Context: an optimization exercise on an open-source flow, tuned for small area, a short achievable clock period and few clock cycles. The choices shown serve that exercise and are no tape-out recipe.
The RTL was checked by simulation tests, not by an equivalence proof against the original design.
Power is estimated from default activity; no workload was simulated.

red:
==> module processor, before the edit <==
module processor(input            clk,
                 input            rst,         
                 output [7:0]     mem_addr,
                 output           mem_we,
                 output [7:0]     mem_wdata,
                 input  [7:0]     mem_rdata,   
                 output           halted,
                 output [7:0]     v0
                );
    reg  [7:0] ar;         
    reg        mv;         
    reg  [7:0] ir;         
    reg  [3:0] sel_hi;     
    reg  [7:0] sel_lo;     
    reg        xv;         
    reg  [7:0] acc;
    reg  [7:0] b;          
    reg  [4:0] rw;         
    reg  [1:0] opw;        
    reg        wv;         
    reg        we_q;
    reg  [7:0] wd_q;
    reg        d1;         
    reg        ld1, ld2;   
    reg        halt_q;
    reg  [7:0] pm;         
    reg        mp, xp;     
    reg        bv;         
    reg  [7:0] btb_nx, btb_tgt;    
    reg        chk;        
    reg  [7:0] wq;         
    reg  [4:0] rw2;        
    reg        rv2;        
    reg        fwdb;       
    reg        accfix;     
    wire [2:0] op = ir[7:5];
    wire [4:0] ri = ir[4:0];
    wire       mis = chk & (wd_q != btb_tgt);
    wire       ex0 = xv & ~halt_q & ~mis;
    wire [7:0] rr, wres;
    wire       wen = rv2 & ~halt_q;
    shiftregs regfile(rr, v0, sel_hi, sel_lo, rw2, wq, wen, clk, rst);
    wire [7:0] acc_e = accfix ? wq : acc;
    wire [7:0] b_e   = fwdb ? wq : b;
    alu wb(wres, acc_e, b_e, opw);
    wire [7:0] rv  = (rv2 & (rw2 == ri)) ? wq : rr;
    wire       whz = wv & (rw == ri);        
    wire       p31 = (wv & (rw == 5'd31)) | (rv2 & (rw2 == 5'd31));
    wire is_acm  = (op == 3'd0);
    wire is_acmi = (op == 3'd1);
    wire is_bnz  = (op == 3'd4);
    wire is_lw   = (op == 3'd7);
    wire is_sw   = (op == 3'd6);
    wire wr_op   = (op == 3'd2) | (op == 3'd3) | (op == 3'd5);
    wire rp    = ex0 & ((whz & (is_bnz | is_sw)) | (is_sw & p31));    
    wire ex    = ex0 & ~rp;
    wire anz   = |acc_e;
    wire taken = ex & is_bnz & anz & ~xp;                  
    wire ptake = ex & is_bnz & anz & xp;                   
    wire memop = ex & op[2] & op[1];
    wire seqfx = ex & xp & ~(is_bnz & anz) & ~memop;       
    wire [7:0] pcx1 = xp ? btb_nx : pm;
    wire [7:0] pcx  = pcx1 - 8'd1;
    wire [7:0] ar1  = ar + 8'd1;
    wire hit   = bv & (ar1 == btb_nx);
    wire halt_set = rv2 & ~halt_q & (rw2 == 5'd31) & (|wq);
    assign mem_addr  = ar;
    assign mem_we    = we_q;
    assign mem_wdata = wd_q;
    assign halted    = halt_q;
    always @(posedge clk) begin
        ir   <= mem_rdata;
        sel_hi <= 4'b0001 << mem_rdata[4:3];
        sel_lo <= 8'b0000_0001 << mem_rdata[2:0];
        wd_q <= rv;
        b    <= ld2 ? mem_rdata : (ex & (is_bnz | memop)) ? pcx1 : rv;
        opw  <= ld2 ? 2'b11 : {op[2], op[2] ^ op[0]};
        if (xv) rw <= ri;
        wq   <= wres;
        rw2  <= rw;
        fwdb <= whz & xv & wr_op;
        pm   <= ar;
        mp   <= hit;
        xp   <= mp;
        if (taken) begin
            btb_nx  <= pm;
            btb_tgt <= rv;
        end else if (mis) begin
            btb_tgt <= wd_q;
        end
        if (rst) begin
            ar     <= 8'd0;
            mv     <= 1'b0;
            xv     <= 1'b0;
            acc    <= 8'd0;
            wv     <= 1'b0;
            we_q   <= 1'b0;
            d1     <= 1'b0;
            ld1    <= 1'b0;
            ld2    <= 1'b0;
            halt_q <= 1'b0;
            rv2    <= 1'b0;
            accfix <= 1'b0;
            bv     <= 1'b0;
            chk    <= 1'b0;
        end else begin
            ar     <= d1 ? b : mis ? wd_q : rp ? pcx : taken ? rv : seqfx ? pcx1 :
                      memop ? acc_e : hit ? btb_tgt : ar1;
            mv     <= ~(mis | rp | taken | seqfx | memop | d1);
            xv     <= mv & ~(mis | rp | taken | seqfx | memop);
            if (taken) bv <= 1'b1;
            chk    <= ptake;
            acc    <= (ex & is_acm)  ? rv :
                      (ex & is_acmi) ? {{3{ri[4]}}, ri} : acc_e;
            accfix <= ex & is_acm & whz;
            rv2    <= wv;
            wv     <= (ex & (wr_op | (is_bnz & anz))) | ld2;
            we_q   <= ex & is_sw;
            d1     <= memop;
            ld1    <= memop & is_lw;
            ld2    <= ld1;
            halt_q <= halt_q | halt_set;
        end
    end
endmodule
export LEC_CHECK = 0
export CAP_MARGIN = 20
export CORE_MARGIN = 2
export CORE_UTILIZATION = 40
export CTS_BUF_LIST = sky130_fd_sc_hd__clkbuf_16
export CTS_CLUSTER_DIAMETER = 100
export CTS_CLUSTER_SIZE = 22
export SETUP_SLACK_MARGIN = 3.5
export SLEW_MARGIN = 20
create_clock -name core_clock -period 6.0 [get_ports {clk}]
run.sh (not shown) runs the stock make flow with config.mk's settings and CLKGATE_MAP_FILE= SYNTH_SCRIPT=/design/flow/synth_recipe.tcl, a recipe that flattens the netlist after the stock synthesis.
Testbench counts of red, summed over its fixed seeds: cycles 30,636.
### red -> blue
diff --git a/flow/design.v b/flow/design.v
--- a/flow/design.v
+++ b/flow/design.v
@@ -72,63 +72,48 @@
     reg        halt_q;
     reg  [7:0] pm;         
     reg        mp, xp;     
     reg        bv;         
     reg  [7:0] btb_nx, btb_tgt;    
     reg        chk;        
-    reg  [7:0] wq;         
-    reg  [4:0] rw2;        
-    reg        rv2;        
-    reg        fwdb;       
-    reg        accfix;     
     wire [2:0] op = ir[7:5];
     wire [4:0] ri = ir[4:0];
     wire       mis = chk & (wd_q != btb_tgt);
-    wire       ex0 = xv & ~halt_q & ~mis;
+    wire       ex = xv & ~halt_q & ~mis;
     wire [7:0] rr, wres;
-    wire       wen = rv2 & ~halt_q;
-    shiftregs regfile(rr, v0, sel_hi, sel_lo, rw2, wq, wen, clk, rst);
-    wire [7:0] acc_e = accfix ? wq : acc;
-    wire [7:0] b_e   = fwdb ? wq : b;
-    alu wb(wres, acc_e, b_e, opw);
-    wire [7:0] rv  = (rv2 & (rw2 == ri)) ? wq : rr;
-    wire       whz = wv & (rw == ri);        
-    wire       p31 = (wv & (rw == 5'd31)) | (rv2 & (rw2 == 5'd31));
+    wire       wen = wv & ~halt_q;
+    shiftregs regfile(rr, v0, sel_hi, sel_lo, rw, wres, wen, clk, rst);
+    alu wb(wres, acc, b, opw);
+    wire [7:0] rv = (wv & (rw == ri)) ? wres : rr;
     wire is_acm  = (op == 3'd0);
     wire is_acmi = (op == 3'd1);
     wire is_bnz  = (op == 3'd4);
     wire is_lw   = (op == 3'd7);
     wire is_sw   = (op == 3'd6);
     wire wr_op   = (op == 3'd2) | (op == 3'd3) | (op == 3'd5);
-    wire rp    = ex0 & ((whz & (is_bnz | is_sw)) | (is_sw & p31));    
-    wire ex    = ex0 & ~rp;
-    wire anz   = |acc_e;
+    wire anz   = |acc;
     wire taken = ex & is_bnz & anz & ~xp;                  
     wire ptake = ex & is_bnz & anz & xp;                   
     wire memop = ex & op[2] & op[1];
     wire seqfx = ex & xp & ~(is_bnz & anz) & ~memop;       
     wire [7:0] pcx1 = xp ? btb_nx : pm;
-    wire [7:0] pcx  = pcx1 - 8'd1;
     wire [7:0] ar1  = ar + 8'd1;
     wire hit   = bv & (ar1 == btb_nx);
-    wire halt_set = rv2 & ~halt_q & (rw2 == 5'd31) & (|wq);
+    wire halt_set = wv & ~halt_q & (rw == 5'd31) & (|wres);
     assign mem_addr  = ar;
     assign mem_we    = we_q;
     assign mem_wdata = wd_q;
     assign halted    = halt_q;
     always @(posedge clk) begin
         ir   <= mem_rdata;
         sel_hi <= 4'b0001 << mem_rdata[4:3];
         sel_lo <= 8'b0000_0001 << mem_rdata[2:0];
         wd_q <= rv;
         b    <= ld2 ? mem_rdata : (ex & (is_bnz | memop)) ? pcx1 : rv;
         opw  <= ld2 ? 2'b11 : {op[2], op[2] ^ op[0]};
         if (xv) rw <= ri;
-        wq   <= wres;
-        rw2  <= rw;
-        fwdb <= whz & xv & wr_op;
         pm   <= ar;
         mp   <= hit;
         xp   <= mp;
         if (taken) begin
             btb_nx  <= pm;
             btb_tgt <= rv;
@@ -143,29 +128,25 @@
             wv     <= 1'b0;
             we_q   <= 1'b0;
             d1     <= 1'b0;
             ld1    <= 1'b0;
             ld2    <= 1'b0;
             halt_q <= 1'b0;
-            rv2    <= 1'b0;
-            accfix <= 1'b0;
             bv     <= 1'b0;
             chk    <= 1'b0;
         end else begin
-            ar     <= d1 ? b : mis ? wd_q : rp ? pcx : taken ? rv : seqfx ? pcx1 :
-                      memop ? acc_e : hit ? btb_tgt : ar1;
-            mv     <= ~(mis | rp | taken | seqfx | memop | d1);
-            xv     <= mv & ~(mis | rp | taken | seqfx | memop);
+            ar     <= d1 ? b : mis ? wd_q : taken ? rv : seqfx ? pcx1 :
+                      memop ? acc : hit ? btb_tgt : ar1;
+            mv     <= ~(mis | taken | seqfx | memop | d1);
+            xv     <= mv & ~(mis | taken | seqfx | memop);
             if (taken) bv <= 1'b1;
             chk    <= ptake;
-            acc    <= (ex & is_acm)  ? rv :
-                      (ex & is_acmi) ? {{3{ri[4]}}, ri} : acc_e;
-            accfix <= ex & is_acm & whz;
-            rv2    <= wv;
+            if (ex & is_acm)  acc <= rv;
+            if (ex & is_acmi) acc <= {{3{ri[4]}}, ri};
             wv     <= (ex & (wr_op | (is_bnz & anz))) | ld2;
-            we_q   <= ex & is_sw;
+            we_q   <= ex & is_sw & ~halt_set;
             d1     <= memop;
             ld1    <= memop & is_lw;
             ld2    <= ld1;
             halt_q <= halt_q | halt_set;
         end
     end
Results
blue ended with every stage complete and zero timing, DRC or antenna violations. Having completed the whole flow, red delivered a layout that passed the timing, design-rule and antenna checks. Going from red to blue, least setup slack across all paths after layout now sits lower, number of buffers inserted during clock tree synthesis -1. Relative to red, the total number of vias measured on blue has decreased slightly. Routed wire length essentially unchanged between red and blue. Per the comparison of blue with red, sequential share of the synthesized area increased 1.4 points; shortest period the worst path allows increased by 36 ps relative to the old numbers. As far as worst hold path cell count goes, red and blue are indistinguishable; the numbers are identical. ~same sum of net half-perimeters after detailed placement in red and blue. blue — static leakage power about 3% lower, red as reference. Summary — total design power, blue relative to red: lower, by 0.092 mW. Looking only at synthesized cell count, and setting everything else aside, the lower value of red and blue goes to blue. blue vs red: met3 usage in global routing up in blue.
Testbench counts of blue, summed over its fixed seeds: cycles 30,572.


## the reference run
Starting RTL as in the previous note.
==> module shiftregs, before the edit <==
module shiftregs(output [7:0] data_out,
                 output [7:0] v0,        
                 input  [3:0] rsel_hi,   
                 input  [7:0] rsel_lo,   
                 input  [4:0] waddr,
                 input  [7:0] data_in,
                 input        enable,
                 input        clk,
                 input        rst
                );
    wire [7:0] q [0:31];
    wire [7:0] wd0  = rst ? 8'h00 : data_in;
    wire [7:0] wdsp = rst ? 8'hFF : data_in;
    genvar i;
    generate
        for (i = 0; i < 32; i = i + 1) begin : r
            reg [7:0] d;
            always @(posedge clk)
                if (rst | (enable & (waddr == i)))
                    d <= (i == 29) ? wdsp : wd0;
            assign q[i] = d;
        end
    endgenerate
    reg [7:0] rd;
    integer k;
    always @(*) begin
        rd = 8'h00;
        for (k = 0; k < 32; k = k + 1)
            rd = rd | ({8{rsel_hi[k / 8] & rsel_lo[k % 8]}} & q[k]);
    end
    assign data_out = rd;
    assign v0 = q[1];
endmodule
Settings: LEC_CHECK=0, CAP_MARGIN=20, CORE_MARGIN=2, CORE_UTILIZATION=60, CTS_BUF_LIST=sky130_fd_sc_hd__clkbuf_16, CTS_CLUSTER_DIAMETER=100, CTS_CLUSTER_SIZE=22, PLACE_DENSITY=0.7, SETUP_SLACK_MARGIN=3.5, SLEW_MARGIN=20; clock period 6.0 ns.
standard.sh (not shown) runs the stock make flow with config.mk's settings and CLKGATE_MAP_FILE= SYNTH_SCRIPT=/design/flow/synth_recipe.tcl, a recipe that flattens the netlist after the stock synthesis.
==> flow/flow/run.sh <==
#!/bin/bash
set -euo pipefail
export BUFFER_PORTS_ARGS="-buffer_cell sky130_fd_sc_hd__buf_2"
bash standard.sh > standard_flow.log 2>&1
Testbench counts of the reference run, summed over its fixed seeds: cycles 30,636.
diff inputs: the reference run => the trial run
--- a/flow/design.v
+++ b/flow/design.v
@@ -11,14 +11,13 @@
             default: y = b;
         endcase
     end
 endmodule
 module shiftregs(output [7:0] data_out,
                  output [7:0] v0,        
-                 input  [3:0] rsel_hi,   
-                 input  [7:0] rsel_lo,   
+                 input  [31:0] rsel,     
                  input  [4:0] waddr,
                  input  [7:0] data_in,
                  input        enable,
                  input        clk,
                  input        rst
                 );
@@ -37,13 +36,13 @@
     endgenerate
     reg [7:0] rd;
     integer k;
     always @(*) begin
         rd = 8'h00;
         for (k = 0; k < 32; k = k + 1)
-            rd = rd | ({8{rsel_hi[k / 8] & rsel_lo[k % 8]}} & q[k]);
+            rd = rd | ({8{rsel[k]}} & q[k]);
     end
     assign data_out = rd;
     assign v0 = q[1];
 endmodule
 module processor(input            clk,
                  input            rst,         
@@ -54,14 +53,13 @@
                  output           halted,
                  output [7:0]     v0
                 );
     reg  [7:0] ar;         
     reg        mv;         
     reg  [7:0] ir;         
-    reg  [3:0] sel_hi;     
-    reg  [7:0] sel_lo;     
+    reg  [31:0] sel;       
     reg        xv;         
     reg  [7:0] acc;
     reg  [7:0] b;          
     reg  [4:0] rw;         
     reg  [1:0] opw;        
     reg        wv;         
@@ -83,13 +81,13 @@
     wire [2:0] op = ir[7:5];
     wire [4:0] ri = ir[4:0];
     wire       mis = chk & (wd_q != btb_tgt);
     wire       ex0 = xv & ~halt_q & ~mis;
     wire [7:0] rr, wres;
     wire       wen = rv2 & ~halt_q;
-    shiftregs regfile(rr, v0, sel_hi, sel_lo, rw2, wq, wen, clk, rst);
+    shiftregs regfile(rr, v0, sel, rw2, wq, wen, clk, rst);
     wire [7:0] acc_e = accfix ? wq : acc;
     wire [7:0] b_e   = fwdb ? wq : b;
     alu wb(wres, acc_e, b_e, opw);
     wire [7:0] rv  = (rv2 & (rw2 == ri)) ? wq : rr;
     wire       whz = wv & (rw == ri);        
     wire       p31 = (wv & (rw == 5'd31)) | (rv2 & (rw2 == 5'd31));
@@ -114,14 +112,13 @@
     assign mem_addr  = ar;
     assign mem_we    = we_q;
     assign mem_wdata = wd_q;
     assign halted    = halt_q;
     always @(posedge clk) begin
         ir   <= mem_rdata;
-        sel_hi <= 4'b0001 << mem_rdata[4:3];
-        sel_lo <= 8'b0000_0001 << mem_rdata[2:0];
+        sel  <= 32'd1 << mem_rdata[4:0];
         wd_q <= rv;
         b    <= ld2 ? mem_rdata : (ex & (is_bnz | memop)) ? pcx1 : rv;
         opw  <= ld2 ? 2'b11 : {op[2], op[2] ^ op[0]};
         if (xv) rw <= ri;
         wq   <= wres;
         rw2  <= rw;
Notes after the runs:
The trial run: simple-gate share of the synthesized area 0.44 points above the reference run
Routed wire in the trial run totals more than in the reference run.
The power reported for the trial run is greater than that of the reference run by 3.4%.
The compound-cell area share of the yosys netlist number comes out higher for the reference run vs the trial run.
Looking only at all-layer global routing usage, and setting everything else aside, the lower value of the trial run and the reference run goes to the reference run.
Against the reference run as the reference, the trial run delivers a higher power density over the cells.
Compared with the reference run, in the trial run final setup slack of the worst path shows an increase of 0.037 ns; half-perimeter wire length after detailed placement shows an increase of about 10%; sequential group power shows an increase of about 5%.
The trial run carries more flip-flops than the reference run.
Taking the reference run as the reference, in the trial run synthesized area grew by 240 um2, proportion of cell area occupied by registers grew by 2.5 points.
Testbench counts of the trial run, summed over its fixed seeds: cycles 30,636.


## maple
The RTL this note starts from:
==> flow/design.v <==
module alu(output reg [7:0] y,
           input      [7:0] a,
           input      [7:0] b,
           input      [1:0] op
          );
    always @(*) begin
        case (op)
            2'b00:   y = a + b;
            2'b01:   y = ~(a & b);
            2'b10:   y = {7'b0, a < b};
            default: y = b;
        endcase
    end
endmodule
module shiftregs(output [7:0] data_out,
                 output [7:0] v0,        
                 input  [3:0] rsel_hi,   
                 input  [7:0] rsel_lo,   
                 input  [4:0] waddr,
                 input  [7:0] data_in,
                 input        enable,
                 input        clk,
                 input        rst
                );
    wire [7:0] q [0:31];
    wire [7:0] wd0  = rst ? 8'h00 : data_in;
    wire [7:0] wdsp = rst ? 8'hFF : data_in;
    genvar i;
    generate
        for (i = 0; i < 32; i = i + 1) begin : r
            reg [7:0] d;
            always @(posedge clk)
                if (rst | (enable & (waddr == i)))
                    d <= (i == 29) ? wdsp : wd0;
            assign q[i] = d;
        end
    endgenerate
    reg [7:0] rd;
    integer k;
    always @(*) begin
        rd = 8'h00;
        for (k = 0; k < 32; k = k + 1)
            rd = rd | ({8{rsel_hi[k / 8] & rsel_lo[k % 8]}} & q[k]);
    end
    assign data_out = rd;
    assign v0 = q[1];
endmodule
module processor(input            clk,
                 input            rst,         
                 output [7:0]     mem_addr,
                 output           mem_we,
                 output [7:0]     mem_wdata,
                 input  [7:0]     mem_rdata,   
                 output           halted,
                 output [7:0]     v0
                );
    reg  [7:0] ar;         
    reg        mv;         
    reg  [7:0] ir;         
    reg  [3:0] sel_hi;     
    reg  [7:0] sel_lo;     
    reg        xv;         
    reg  [7:0] acc;
    reg  [7:0] b;          
    reg  [4:0] rw;         
    reg  [1:0] opw;        
    reg        wv;         
    reg        we_q;
    reg  [7:0] wd_q;
    reg        d1;         
    reg        ld1, ld2;   
    reg        halt_q;
    reg  [7:0] pm;         
    reg        mp, xp;     
    reg        bv;         
    reg  [7:0] btb_nx, btb_tgt;    
    reg        chk;        
    reg  [7:0] wq;         
    reg  [4:0] rw2;        
    reg        rv2;        
    reg        fwdb;       
    reg        accfix;     
    wire [2:0] op = ir[7:5];
    wire [4:0] ri = ir[4:0];
    wire       mis = chk & (wd_q != btb_tgt);
    wire       ex0 = xv & ~halt_q & ~mis;
    wire [7:0] rr, wres;
    wire       wen = rv2 & ~halt_q;
    shiftregs regfile(rr, v0, sel_hi, sel_lo, rw2, wq, wen, clk, rst);
    wire [7:0] acc_e = accfix ? wq : acc;
    wire [7:0] b_e   = fwdb ? wq : b;
    alu wb(wres, acc_e, b_e, opw);
    wire [7:0] rv  = (rv2 & (rw2 == ri)) ? wq : rr;
    wire       whz = wv & (rw == ri);        
    wire       p31 = (wv & (rw == 5'd31)) | (rv2 & (rw2 == 5'd31));
    wire is_acm  = (op == 3'd0);
    wire is_acmi = (op == 3'd1);
    wire is_bnz  = (op == 3'd4);
    wire is_lw   = (op == 3'd7);
    wire is_sw   = (op == 3'd6);
    wire wr_op   = (op == 3'd2) | (op == 3'd3) | (op == 3'd5);
    wire rp    = ex0 & ((whz & (is_bnz | is_sw)) | (is_sw & p31));    
    wire ex    = ex0 & ~rp;
    wire anz   = |acc_e;
    wire taken = ex & is_bnz & anz & ~xp;                  
    wire ptake = ex & is_bnz & anz & xp;                   
    wire memop = ex & op[2] & op[1];
    wire seqfx = ex & xp & ~(is_bnz & anz) & ~memop;       
    wire [7:0] pcx1 = xp ? btb_nx : pm;
    wire [7:0] pcx  = pcx1 - 8'd1;
    wire [7:0] ar1  = ar + 8'd1;
    wire hit   = bv & (ar1 == btb_nx);
    wire halt_set = rv2 & ~halt_q & (rw2 == 5'd31) & (|wq);
    assign mem_addr  = ar;
    assign mem_we    = we_q;
    assign mem_wdata = wd_q;
    assign halted    = halt_q;
    always @(posedge clk) begin
        ir   <= mem_rdata;
        sel_hi <= 4'b0001 << mem_rdata[4:3];
        sel_lo <= 8'b0000_0001 << mem_rdata[2:0];
        wd_q <= rv;
        b    <= ld2 ? mem_rdata : (ex & (is_bnz | memop)) ? pcx1 : rv;
        opw  <= ld2 ? 2'b11 : {op[2], op[2] ^ op[0]};
        if (xv) rw <= ri;
        wq   <= wres;
        rw2  <= rw;
        fwdb <= whz & xv & wr_op;
        pm   <= ar;
        mp   <= hit;
        xp   <= mp;
        if (taken) begin
            btb_nx  <= pm;
            btb_tgt <= rv;
        end else if (mis) begin
            btb_tgt <= wd_q;
        end
        if (rst) begin
            ar     <= 8'd0;
            mv     <= 1'b0;
            xv     <= 1'b0;
            acc    <= 8'd0;
            wv     <= 1'b0;
            we_q   <= 1'b0;
            d1     <= 1'b0;
            ld1    <= 1'b0;
            ld2    <= 1'b0;
            halt_q <= 1'b0;
            rv2    <= 1'b0;
            accfix <= 1'b0;
            bv     <= 1'b0;
            chk    <= 1'b0;
        end else begin
            ar     <= d1 ? b : mis ? wd_q : rp ? pcx : taken ? rv : seqfx ? pcx1 :
                      memop ? acc_e : hit ? btb_tgt : ar1;
            mv     <= ~(mis | rp | taken | seqfx | memop | d1);
            xv     <= mv & ~(mis | rp | taken | seqfx | memop);
            if (taken) bv <= 1'b1;
            chk    <= ptake;
            acc    <= (ex & is_acm)  ? rv :
                      (ex & is_acmi) ? {{3{ri[4]}}, ri} : acc_e;
            accfix <= ex & is_acm & whz;
            rv2    <= wv;
            wv     <= (ex & (wr_op | (is_bnz & anz))) | ld2;
            we_q   <= ex & is_sw;
            d1     <= memop;
            ld1    <= memop & is_lw;
            ld2    <= ld1;
            halt_q <= halt_q | halt_set;
        end
    end
endmodule
clock: 6.0 ns
lec_check: 0
cap_margin: 20
core_margin: 2
core_utilization: 40
cts_buf_list: sky130_fd_sc_hd__clkbuf_16
cts_cluster_diameter: 100
cts_cluster_size: 22
setup_slack_margin: 3.2
slew_margin: 20
run.sh (not shown) runs the stock make flow with config.mk's settings and CLKGATE_MAP_FILE= SYNTH_SCRIPT=/design/flow/synth_recipe.tcl, a recipe that flattens the netlist after the stock synthesis.
Stock flow here: none of the scripts above is used.
maple did not stop at any stage, and its layout met the timing, design-rule and antenna checks.
Testbench counts of maple, summed over its fixed seeds: cycles 30,636.
Input-level comparison between xenon and maple:
==> flow/design.v, changed modules only <==
module processor(input            clk,
                 input            rst,         
                 output [7:0]     mem_addr,
                 output           mem_we,
                 output [7:0]     mem_wdata,
                 input  [7:0]     mem_rdata,   
                 output           halted,
                 output [7:0]     v0
                );
    reg  [7:0] ar;         
    reg        mv;         
    reg  [7:0] ir;         
    reg  [3:0] sel_hi;     
    reg  [7:0] sel_lo;     
    reg        xv;         
    reg  [7:0] acc;
    reg  [7:0] b;          
    reg  [4:0] rw;         
    reg  [1:0] opw;        
    reg        wv;         
    reg        we_q;
    reg  [7:0] wd_q;
    reg        d1;         
    reg        ld1, ld2;   
    reg        halt_q;
    reg  [7:0] pm;         
    reg        mp, xp;     
    reg        bv;         
    reg  [7:0] btb_nx, btb_tgt;    
    reg        chk;        
    wire [2:0] op = ir[7:5];
    wire [4:0] ri = ir[4:0];
    wire       mis = chk & (wd_q != btb_tgt);
    wire       ex = xv & ~halt_q & ~mis;
    wire [7:0] rr, wres;
    wire       wen = wv & ~halt_q;
    shiftregs regfile(rr, v0, sel_hi, sel_lo, rw, wres, wen, clk, rst);
    alu wb(wres, acc, b, opw);
    wire [7:0] rv = (wv & (rw == ri)) ? wres : rr;
    wire is_acm  = (op == 3'd0);
    wire is_acmi = (op == 3'd1);
    wire is_bnz  = (op == 3'd4);
    wire is_lw   = (op == 3'd7);
    wire is_sw   = (op == 3'd6);
    wire wr_op   = (op == 3'd2) | (op == 3'd3) | (op == 3'd5);
    wire anz   = |acc;
    wire taken = ex & is_bnz & anz & ~xp;                  
    wire ptake = ex & is_bnz & anz & xp;                   
    wire memop = ex & op[2] & op[1];
    wire seqfx = ex & xp & ~(is_bnz & anz) & ~memop;       
    wire [7:0] pcx1 = xp ? btb_nx : pm;
    wire [7:0] ar1  = ar + 8'd1;
    wire hit   = bv & (ar1 == btb_nx);
    wire halt_set = wv & ~halt_q & (rw == 5'd31) & (|wres);
    assign mem_addr  = ar;
    assign mem_we    = we_q;
    assign mem_wdata = wd_q;
    assign halted    = halt_q;
    always @(posedge clk) begin
        ir   <= mem_rdata;
        sel_hi <= 4'b0001 << mem_rdata[4:3];
        sel_lo <= 8'b0000_0001 << mem_rdata[2:0];
        wd_q <= rv;
        b    <= ld2 ? mem_rdata : (ex & (is_bnz | memop)) ? pcx1 : rv;
        opw  <= ld2 ? 2'b11 : {op[2], op[2] ^ op[0]};
        if (xv) rw <= ri;
        pm   <= ar;
        mp   <= hit;
        xp   <= mp;
        if (taken) begin
            btb_nx  <= pm;
            btb_tgt <= rv;
        end else if (mis) begin
            btb_tgt <= wd_q;
        end
        if (rst) begin
            ar     <= 8'd0;
            mv     <= 1'b0;
            xv     <= 1'b0;
            acc    <= 8'd0;
            wv     <= 1'b0;
            we_q   <= 1'b0;
            d1     <= 1'b0;
            ld1    <= 1'b0;
            ld2    <= 1'b0;
            halt_q <= 1'b0;
            bv     <= 1'b0;
            chk    <= 1'b0;
        end else begin
            ar     <= d1 ? b : mis ? wd_q : taken ? rv : seqfx ? pcx1 :
                      memop ? acc : hit ? btb_tgt : ar1;
            mv     <= ~(mis | taken | seqfx | memop | d1);
            xv     <= mv & ~(mis | taken | seqfx | memop);
            if (taken) bv <= 1'b1;
            chk    <= ptake;
            if (ex & is_acm)  acc <= rv;
            if (ex & is_acmi) acc <= {{3{ri[4]}}, ri};
            wv     <= (ex & (wr_op | (is_bnz & anz))) | ld2;
            we_q   <= ex & is_sw & ~halt_set;
            d1     <= memop;
            ld1    <= memop & is_lw;
            ld2    <= ld1;
            halt_q <= halt_q | halt_set;
        end
    end
endmodule
Results
- Looking at area growth from synthesis to final layout, xenon sits above maple.
- Total cell area at the placement stage sits lower in xenon than in maple.
- From maple to xenon the numbers moved as follows: worst-margin pin slew lower; global-route usage decreased 0.62 points; sequential cell count saw a decrease.
- Going from maple to xenon, core utilization went up by 0.29 points, post-route minimum period went down by 0.0044 ns.
- Against maple, xenon reports a post-detailed-routing wire length that is lower.
- xenon ends up with a final cell count that is 6.1% lower than in maple.
Testbench counts of xenon, summed over its fixed seeds: cycles 30,572.

[afterwards: timing with drivers on the ports]
No port has a modelled driver above. Below, the same layouts with a new extraction and two added sets of constraints. Step 1: set_driving_cell puts a clkbuf_16 on clk and a buf_2 on each other input, an assumption about the parent block. Step 2, shift: input delay + t, output delay - t, t = (earliest + latest rising clock arrival at the registers) / 2. This alone moves slack from input paths to output paths. a / b / c = no drivers / after step 1 / after step 2; a / b = the first two.
| run | shift t [ns] | slack for setup (ns) | slew at the worst register clock pin (ns) | worst data-port slew with drivers (ns) |
|---|---|---|---|---|
| red | 0.590 | 3.372 / 3.372 / 3.061 | 0.10 / 0.10 | 0.03 |
| blue | 0.579 | 3.335 / 3.335 / 3.105 | 0.10 / 0.10 | 0.04 |
| the reference run | 0.568 | 3.465 / 3.465 / 3.089 | 0.09 / 0.09 | 0.03 |
| the trial run | 0.575 | 3.502 / 3.502 / 3.043 | 0.10 / 0.10 | 0.03 |
| maple | 0.577 | 3.239 / 3.188 / 2.891 | 0.10 / 0.10 | 0.03 |
| xenon | 0.583 | 3.243 / 3.188 / 2.880 | 0.10 / 0.10 | 0.04 |
After both steps setup and hold are still met in every run listed. The setup slack of the trial run, which loses most, moves by 0.000 ns with the drivers and by -0.459 ns with both steps.
